What follows belongs to an exercise in optimizing a design on an open flow for small area; a production flow would make more cautious choices. The RTL was checked by simulation tests, not by an equivalence proof against the original design. No activity file was given, so power comes from the tool's default toggle rates.

**standard.sh**
```bash
#!/bin/bash
# synth_recipe.tcl (not shown) runs the flow's synth.tcl, then flattens the netlist and writes it again
# the make line also repeats each setting of config.mk as NAME=value (left out here)
make -C /OpenROAD-flow-scripts/flow DESIGN_CONFIG=/design/flow/config.mk WORK_HOME=/design/flow/orfs CLKGATE_MAP_FILE= SYNTH_SCRIPT=/design/flow/synth_recipe.tcl "${@:-finish}"
```
**design.v**
```verilog
`timescale 1ns / 1ps
module moving_average_v4 #(
    parameter DATA_WIDTH = 16
) (
    input wire clk,
    input wire rst_n,
    input wire enable,
    input wire data_refresh,
    input wire output_refresh_mode,
    input wire signed [DATA_WIDTH-1:0] din,
    input wire [2:0] mode,
    output reg signed [DATA_WIDTH-1:0] dout,
    output reg output_pulse
);
reg [15:0] h [1:16];
reg [3:0] c;
reg full;
reg [18:0] r7;
reg [19:0] r16;
wire we = enable & data_refresh;
wire v1  = full | (c != 4'd0);
wire v2  = full | (c >= 4'd2);
wire v3  = full | (c >= 4'd3);
wire v7  = full | (c >= 4'd7);
wire [15:0] h1m  = v1 ? h[1] : 16'd0;
wire [15:0] h2m  = (v2 && mode[1]) ? h[2] : 16'd0;
wire [15:0] h3m  = (v3 && mode[1] && mode[0]) ? h[3] : 16'd0;
wire [15:0] h7m  = v7 ? h[7] : 16'd0;
wire [15:0] h16m = full ? h[16] : 16'd0;
wire [19:0] dinx = {{4{din[15]}}, din};
wire [15:0] p0, q0, p1, q1;
csa #(16) u_c0 (.a(din), .b(h1m), .c(h2m), .s(p0), .co(q0));
csa #(16) u_c1 (.a(p0), .b({q0[14:0], 1'b0}), .c(h3m), .s(p1), .co(q1));
wire [15:0] s16;
rca #(16) u_a0 (.a(p1), .b({q1[14:0], 1'b0}), .ci(1'b0), .s(s16));
wire [18:0] s8, r7n;
rca #(19) u_a1 (.a(r7), .b(dinx[18:0]), .ci(1'b0), .s(s8));
wire [15:0] t7 = we ? h7m : din;
rca #(19) u_a2 (.a(s8), .b(~{{3{t7[15]}}, t7}), .ci(1'b1), .s(r7n));
wire [15:0] t16 = we ? h16m : din;
wire [19:0] hn = ~{{4{t16[15]}}, t16};
wire [19:0] p2, q2, r16n;
csa #(20) u_c2 (.a(r16), .b(dinx), .c(hn), .s(p2), .co(q2));
rca #(20) u_a3 (.a(p2), .b({q2[18:0], 1'b1}), .ci(1'b0), .s(r16n));
wire wen = ~we;
wire [15:0] hd [1:16];
wire [15:0] hsrc [1:16];
assign hsrc[1] = din;
genvar g, b;
generate
    for (g = 1; g <= 16; g = g + 1) begin : gh
        if (g > 1) begin : gs
            assign hsrc[g] = h[g-1];
        end
        for (b = 0; b < 16; b = b + 1) begin : gb
            sel2 u_s (.s(we), .sn(wen), .a(hsrc[g][b]), .b(h[g][b]), .y(hd[g][b]));
        end
    end
endgenerate
integer i;
always @(posedge clk) begin
    for (i = 1; i <= 16; i = i + 1) h[i] <= hd[i];
end
always @(posedge clk or negedge rst_n) begin
    if (!rst_n) begin
        c <= 4'd0;
        full <= 1'b0;
        r7 <= 19'd0;
        r16 <= 20'd0;
        dout <= 16'd0;
        output_pulse <= 1'b0;
    end else begin
        r7 <= r7n;
        r16 <= r16n;
        if (enable) begin
        if (data_refresh) begin
            c <= c + 4'd1;
            if (c == 4'd15) full <= 1'b1;
        end
        if (!data_refresh)
            output_pulse <= 1'b0;
        else if (output_refresh_mode)
            output_pulse <= 1'b1;
        else
            case (mode)
                3'b001: output_pulse <= c[0];
                3'b010: output_pulse <= (c[1:0] == 2'b10);
                3'b011: output_pulse <= (c[1:0] == 2'b11);
                3'b100: output_pulse <= (c[2:0] == 3'b111);
                3'b101: output_pulse <= (c == 4'b1111);
                default: output_pulse <= 1'b1;
            endcase
        case (mode)
            3'b001: dout <= {s16[15], s16[15:1]};
            3'b010,
            3'b011: dout <= {{2{s16[15]}}, s16[15:2]};
            3'b100: dout <= s8[18:3];
            3'b101: dout <= r16[19:4];
            default: dout <= din;
        endcase
        end
    end
end
endmodule
module fa (
    input wire a,
    input wire b,
    input wire ci,
    output wire s,
    output wire co
);
assign s = a ^ b ^ ci;
assign co = (a & b) | (a & ci) | (b & ci);
endmodule
module csa #(
    parameter W = 16
) (
    input wire [W-1:0] a,
    input wire [W-1:0] b,
    input wire [W-1:0] c,
    output wire [W-1:0] s,
    output wire [W-1:0] co
);
genvar k;
generate
    for (k = 0; k < W; k = k + 1) begin : g
        fa u (.a(a[k]), .b(b[k]), .ci(c[k]), .s(s[k]), .co(co[k]));
    end
endgenerate
endmodule
module rca #(
    parameter W = 16
) (
    input wire [W-1:0] a,
    input wire [W-1:0] b,
    input wire ci,
    output wire [W-1:0] s
);
wire [W:0] cy;
assign cy[0] = ci;
genvar k;
generate
    for (k = 0; k < W; k = k + 1) begin : g
        fa u (.a(a[k]), .b(b[k]), .ci(cy[k]), .s(s[k]), .co(cy[k+1]));
    end
endgenerate
endmodule
module sel2 (
    input wire s,
    input wire sn,
    input wire a,
    input wire b,
    output wire y
);
assign y = (s & a) | (sn & b);
endmodule
```
**config.mk**
```make
export PLATFORM = sky130hd
export DESIGN_NAME = moving_average_v4
export DESIGN_NICKNAME = moving_average_v4
export VERILOG_FILES = /design/flow/design.v
export SDC_FILE = /design/flow/constraint.sdc
export NUM_CORES = 4
export LEC_CHECK = 0
export CAP_MARGIN = 20
export CORE_MARGIN = 2
export CORE_UTILIZATION = 85
export PLACE_DENSITY = 0.9
export SLEW_MARGIN = 20
export SYNTH_HIERARCHICAL = 1
```
**constraint.sdc**
```tcl
create_clock -name core_clock -period 11.0 [get_ports {clk}]
set_input_delay 2.2000 -clock core_clock [delete_from_list [all_inputs] [get_ports {clk}]]
set_output_delay 2.2000 -clock core_clock [all_outputs]
set_load 0.01 [all_outputs]
```
**flow/run.sh**
```bash
#!/bin/bash
# Standard layout, with smaller port buffers and a clock tree without dummy loads.
set -e
export BUFFER_PORTS_ARGS="-buffer_cell sky130_fd_sc_hd__buf_1"
export CTS_ARGS="-sink_clustering_enable -repair_clock_nets -sink_clustering_size 30 -sink_clustering_max_diameter 70 -buf_list sky130_fd_sc_hd__clkbuf_16 -dont_use_dummy_load"
bash standard.sh > standard.log 2>&1
```
==> results.txt <==
==> cell usage after synthesis (all sizes together) (11+ instances only) <==
cell type and number:
a22o 260, dfxtp 256, fa 126, dfrtp 61, a22oi 38, a21oi 37
and2 33, nor2b 24, buf 18, nand2 12, mux2i 11, o22ai 11
==> power by group through the flow <==
stage / clock network, µW / logic (µW) / registers [µW]
global placement: 0 / 1190 / 1690
CTS: 592 / 1440 / 1710
detailed placement: 0 / 1340 / 1710
floorplan: 0 / 952 / 1650
global route: 631 / 1610 / 1750
finish: 595 / 1510 / 1720
==> modules after synthesis, one instance, submodules excluded, excerpt <==
module             times used  flops+latches  cells
moving_average_v4           1            317    573
fa                        126              0      1
sel2                      256              0      1
==> layer usage <==
| metal | routed length, µm | vias to the layer above | GRT usage, % |
|---|---|---|---|
| li1 | - | 3703 | - |
| met1 | 11900 | 4559 | 53.5 |
| met2 | 16900 | 771 | 71.1 |
| met3 | 3420 | 269 | 10.7 |
| met4 | 2950 | 0 | 28.8 |
| met5 | 0 | - | 0 |
==> per-stage QoR <==
| stage | instances | total power, µW | area [µm²] |
|---|---|---|---|
| final | 1199 | 3830 | 14000 |
| after global routing | 1199 | 3990 | 14000 |
| after CTS | 1199 | 3740 | 14000 |
| after detailed placement | 1184 | 3060 | 13600 |
| after global placement | 1184 | 2880 | 13600 |
| after floorplan | 960 | 2600 | 13200 |
==> repair_timing <==
| action | 4_1_cts | 5_1_grt |
|---|---|---|
| setup buffers | 0 | 0 |
| resized for setup | 0 | 3 |
| setup endpoints to repair | 0 | 1 |
==> path summary, 6_finish.rpt <==
check	slack, ns	end	depth (start not counted)
worst max-delay path	0.1	r16[19]	25
worst min-delay path	0.48	h[7][12]	1
worst max register to register	1.28	dout[13]	24
worst min register to register	0.48	h[7][12]	1
max in group asynchronous	8.54	r7[12]	2
min in group asynchronous	1.87	dout[1]	2
==> flip-flops by register name, summed over array words and instances (netlist names) <==
| register | count |
|---|---|
| dout | 16 |
| output_pulse | 1 |
| r7 | 19 |
| full | 1 |
| r16 | 20 |
| c | 4 |
| h | 256 |
==> final cells by class <==
class	count	share of cell area (%)
multi-input cells	609	45.6
clock buffers	15	2.68
well taps	188	1.68
flip-flops and latches	317	47.5
inverters	10	0.322
repair buffers	60	2.19
==> critical path, cell delays in order <==
cell and delay [ns]:
buf_1 0.11, buf_4 0.16, nand2_8 0.05, a22oi_2 0.23, fa_1 0.48, fa_2 0.43, fa_1 0.40, fa_1 0.40
fa_2 0.37, fa_2 0.40, fa_1 0.40, fa_1 0.40, fa_1 0.40, fa_1 0.40, fa_1 0.39, fa_1 0.40
fa_1 0.40, fa_1 0.41, fa_1 0.41, fa_1 0.42, fa_1 0.41, fa_2 0.35, fa_1 0.40, fa_2 0.37
fa_1 0.46
==> logic make-up after synthesis <==
| family | count (synthesis) |
|---|---|
| other | 2 |
| buffers and inverters | 34 |
| multiplexers | 12 |
| adder cells (fa/ha/maj) | 130 |
| AND/OR/NAND/NOR | 88 |
| AO/OA/AOI/OAI | 370 |
| XOR/XNOR | 2 |
| flip-flops | 317 |
==> flow_results.xml <==
<?xml version="1.0" encoding="UTF-8"?>
<metrics>
  <group name="run_status">
    <metric name="status" unit="">finished clean</metric>
  </group>
  <group name="layout">
    <metric name="drive_gt1_share" unit="%">7.32</metric>
    <metric name="layout.cells.most_common" unit="">a22o_1</metric>
    <metric name="net_count_of_the_finished_layout" unit="">1167</metric>
    <metric name="register_area" unit="mm²">0.00665</metric>
    <metric name="fill_cells" unit="">478</metric>
    <metric name="multi_input_comb_area" unit="mm²">0.00639</metric>
    <metric name="layout.core_utilization" unit="%">92.5</metric>
    <metric name="synthToLayoutAreaGrowth" unit="%">6.37</metric>
    <metric name="final_cell_mix" unit="">a22o_1 (260), dfxtp_1 (256), fa_1 (121)</metric>
    <metric name="num_antenna_cells" unit="">0</metric>
  </group>
  <group name="floorplanning">
    <metric name="core_area" unit="mm²">0.0151</metric>
    <metric name="die_h" unit="µm">128</metric>
    <metric name="die_x" unit="µm">128</metric>
    <metric name="fp-row-count" unit="">45</metric>
    <metric name="start_util" unit="%">86.9</metric>
    <metric name="die_area" unit="mm²">0.0165</metric>
    <metric name="pin_count" unit="">41</metric>
  </group>
  <group name="pwr">
    <metric name="power.share.switching" unit="%">37.2</metric>
    <metric name="switching_power" unit="µW">1430</metric>
    <metric name="power_frac_clock" unit="%">15.5</metric>
    <metric name="vdd.ir_drop.worst" unit="µV">216</metric>
    <metric name="share_comb_of_total_power" unit="%">39.5</metric>
    <metric name="leakagePower" unit="µW">0.00573</metric>
    <metric name="power_density" unit="mW/mm²">274</metric>
    <metric name="seqPwrFrac" unit="%">45.0</metric>
    <metric name="internal_power" unit="µW">2410</metric>
  </group>
  <group name="clock_tree">
    <metric name="cts_num_sinks" unit="">317</metric>
    <metric name="deepest_level_of_the_cts_h_tree" unit="">1</metric>
    <metric name="cts_tree" unit="">built</metric>
    <metric name="clock_insertion_delay_worst_skew" unit="ns">0.51</metric>
    <metric name="cts_hold_fix_bufs" unit="">0</metric>
    <metric name="clock_pin_slew_on_the_worst_setup_and_hold_paths" unit="ns">0.10</metric>
    <metric name="cts_root_buf" unit="">clkbuf_16</metric>
    <metric name="max-clock-path-buffers" unit="">3</metric>
    <metric name="cts_inserted_buffers" unit="">15</metric>
  </group>
  <group name="critical_path">
    <metric name="crit_path_start_kind" unit="">input pin</metric>
    <metric name="startpoint" unit="">enable</metric>
    <metric name="worstPathMaxFanout" unit="">2</metric>
    <metric name="worstReg2RegStart" unit="">c[0]</metric>
    <metric name="cp.arrival" unit="ns">11.28</metric>
    <metric name="end_kind" unit="">flop</metric>
    <metric name="worst-endpoint-required" unit="ns">11.38</metric>
    <metric name="critical_path_class" unit="">in2reg</metric>
  </group>
  <group name="timing">
    <metric name="max_clock_freq" unit="GHz">0.0917</metric>
    <metric name="fin_tns_setup" unit="ns">0</metric>
    <metric name="timing.max_slew.rel_slack" unit="%">23.2</metric>
    <metric name="holdWs" unit="ns">0.478</metric>
    <metric name="final_max_slew_viol_count" unit="">0</metric>
    <metric name="timing.final.setup_violations" unit="">0</metric>
    <metric name="grt_setup_unrepaired" unit="">false</metric>
    <metric name="timing.clock.skew" unit="ns">0.0386</metric>
    <metric name="timing.final.ws_setup" unit="ns">0.0993</metric>
    <metric name="timing.final.hold_violations" unit="">0</metric>
    <metric name="timing.final.crit_period" unit="ns">10.90</metric>
    <metric name="final.period_utilization" unit="%">99.1</metric>
    <metric name="worstMarginPinSlew" unit="ns">1.15</metric>
  </group>
  <group name="place">
    <metric name="detailedPlacementHpwl" unit="µm">19700</metric>
    <metric name="portBuffers" unit="">40</metric>
    <metric name="pre_cts_ws" unit="ns">-0.388</metric>
    <metric name="gp_routability_congestion" unit="">0.885</metric>
  </group>
  <group name="logic_synthesis">
    <metric name="synth_largest_type_area_fraction" unit="%">38.9</metric>
    <metric name="synthArstFlopShare" unit="%">19.2</metric>
    <metric name="synth_area" unit="mm²">0.0132</metric>
    <metric name="ys_seq_area_share" unit="%">50.5</metric>
    <metric name="ys_seq_elements" unit="">317</metric>
    <metric name="ys_types" unit="">48</metric>
    <metric name="synth_top_family_by_area" unit="">compound AO/OA/AOI/OAI gates</metric>
    <metric name="synth_ff_type" unit="">dfxtp_1</metric>
    <metric name="yosysWarningCount" unit="">9</metric>
    <metric name="synth_edf_count" unit="">0</metric>
    <metric name="synthDominantAreaCellType" unit="">dfxtp_1</metric>
    <metric name="synth.area.mux_share" unit="%">0.922</metric>
    <metric name="synth_area_leaders" unit="">dfxtp_1 (39%), fa_1 (19%), a22o_1 (17%), dfrtp_1 (12%), a22oi_1 (2.2%)</metric>
    <metric name="yosys.area_share.xor_xnor" unit="%">0.133</metric>
    <metric name="synth-compound-area-share" unit="%">23.1</metric>
    <metric name="post_synth_fa_ha_maj_area_fraction" unit="%">19.5</metric>
    <metric name="synth_simple_gate_area_share" unit="%">4.34</metric>
    <metric name="post_syn_area_per_cell" unit="µm²">13.8</metric>
    <metric name="syn_inst" unit="">955</metric>
  </group>
  <group name="detailed_routing">
    <metric name="detail_route.wirelength" unit="µm">35100</metric>
    <metric name="drc_errors" unit="">0</metric>
    <metric name="via_count" unit="">9302</metric>
    <metric name="drt-vias-per-instance" unit="">7.76</metric>
    <metric name="route.antenna.remaining_nets" unit="">0</metric>
    <metric name="detail_route.wl_per_cell" unit="µm">29.3</metric>
    <metric name="firstDrtPassIters" unit="">6</metric>
    <metric name="initialDrtViolationCount" unit="">1221</metric>
  </group>
  <group name="global_routing">
    <metric name="grt-ovfl-total" unit="">0</metric>
    <metric name="antenna_found_initial" unit="">0</metric>
    <metric name="grt_pass1_wl" unit="µm">54700</metric>
    <metric name="total_grt_usage" unit="%">44.0</metric>
    <metric name="pin_count_of_the_biggest_net_entering_global_routing" unit="">145</metric>
    <metric name="grt_pass1_vias" unit="">9666</metric>
  </group>
  <group name="hold_path">
    <metric name="hold_path.class" unit="">reg2reg</metric>
    <metric name="min-delay-start" unit="">h[6][12]</metric>
  </group>
  <group name="flow_run">
    <metric name="cap_violations" unit="">0</metric>
  </group>
</metrics>

==> re-timing with driven ports <==
The flow's constraints put no driver on any port. The routed layout listed below was extracted and timed again, unchanged, in two steps.
Step 1: set_driving_cell puts a clkbuf_16 on clk and a buf_2 on each other input, an assumption about the parent block.
Step 2, shift: input delay + t, output delay - t, t = (earliest + latest rising clock arrival at the registers) / 2. This alone moves slack from input paths to output paths.
Three values: ideal, step 1, step 2; two values: the first two.
shift t [ns]: 0.540
setup WS [ns]: 0.099 / 0.116 / -0.424
latest minus earliest clock arrival (ns): 0.039 / 0.039
worst register clock-pin slew, ns: 0.12 / 0.12
worst slew at a driven data input, ns: 0.07
With both steps, setup timing fails in this run, where it was met with ideal ports. For this run, drivers alone change the setup slack by +0.017 ns; drivers and shift together by -0.523 ns.
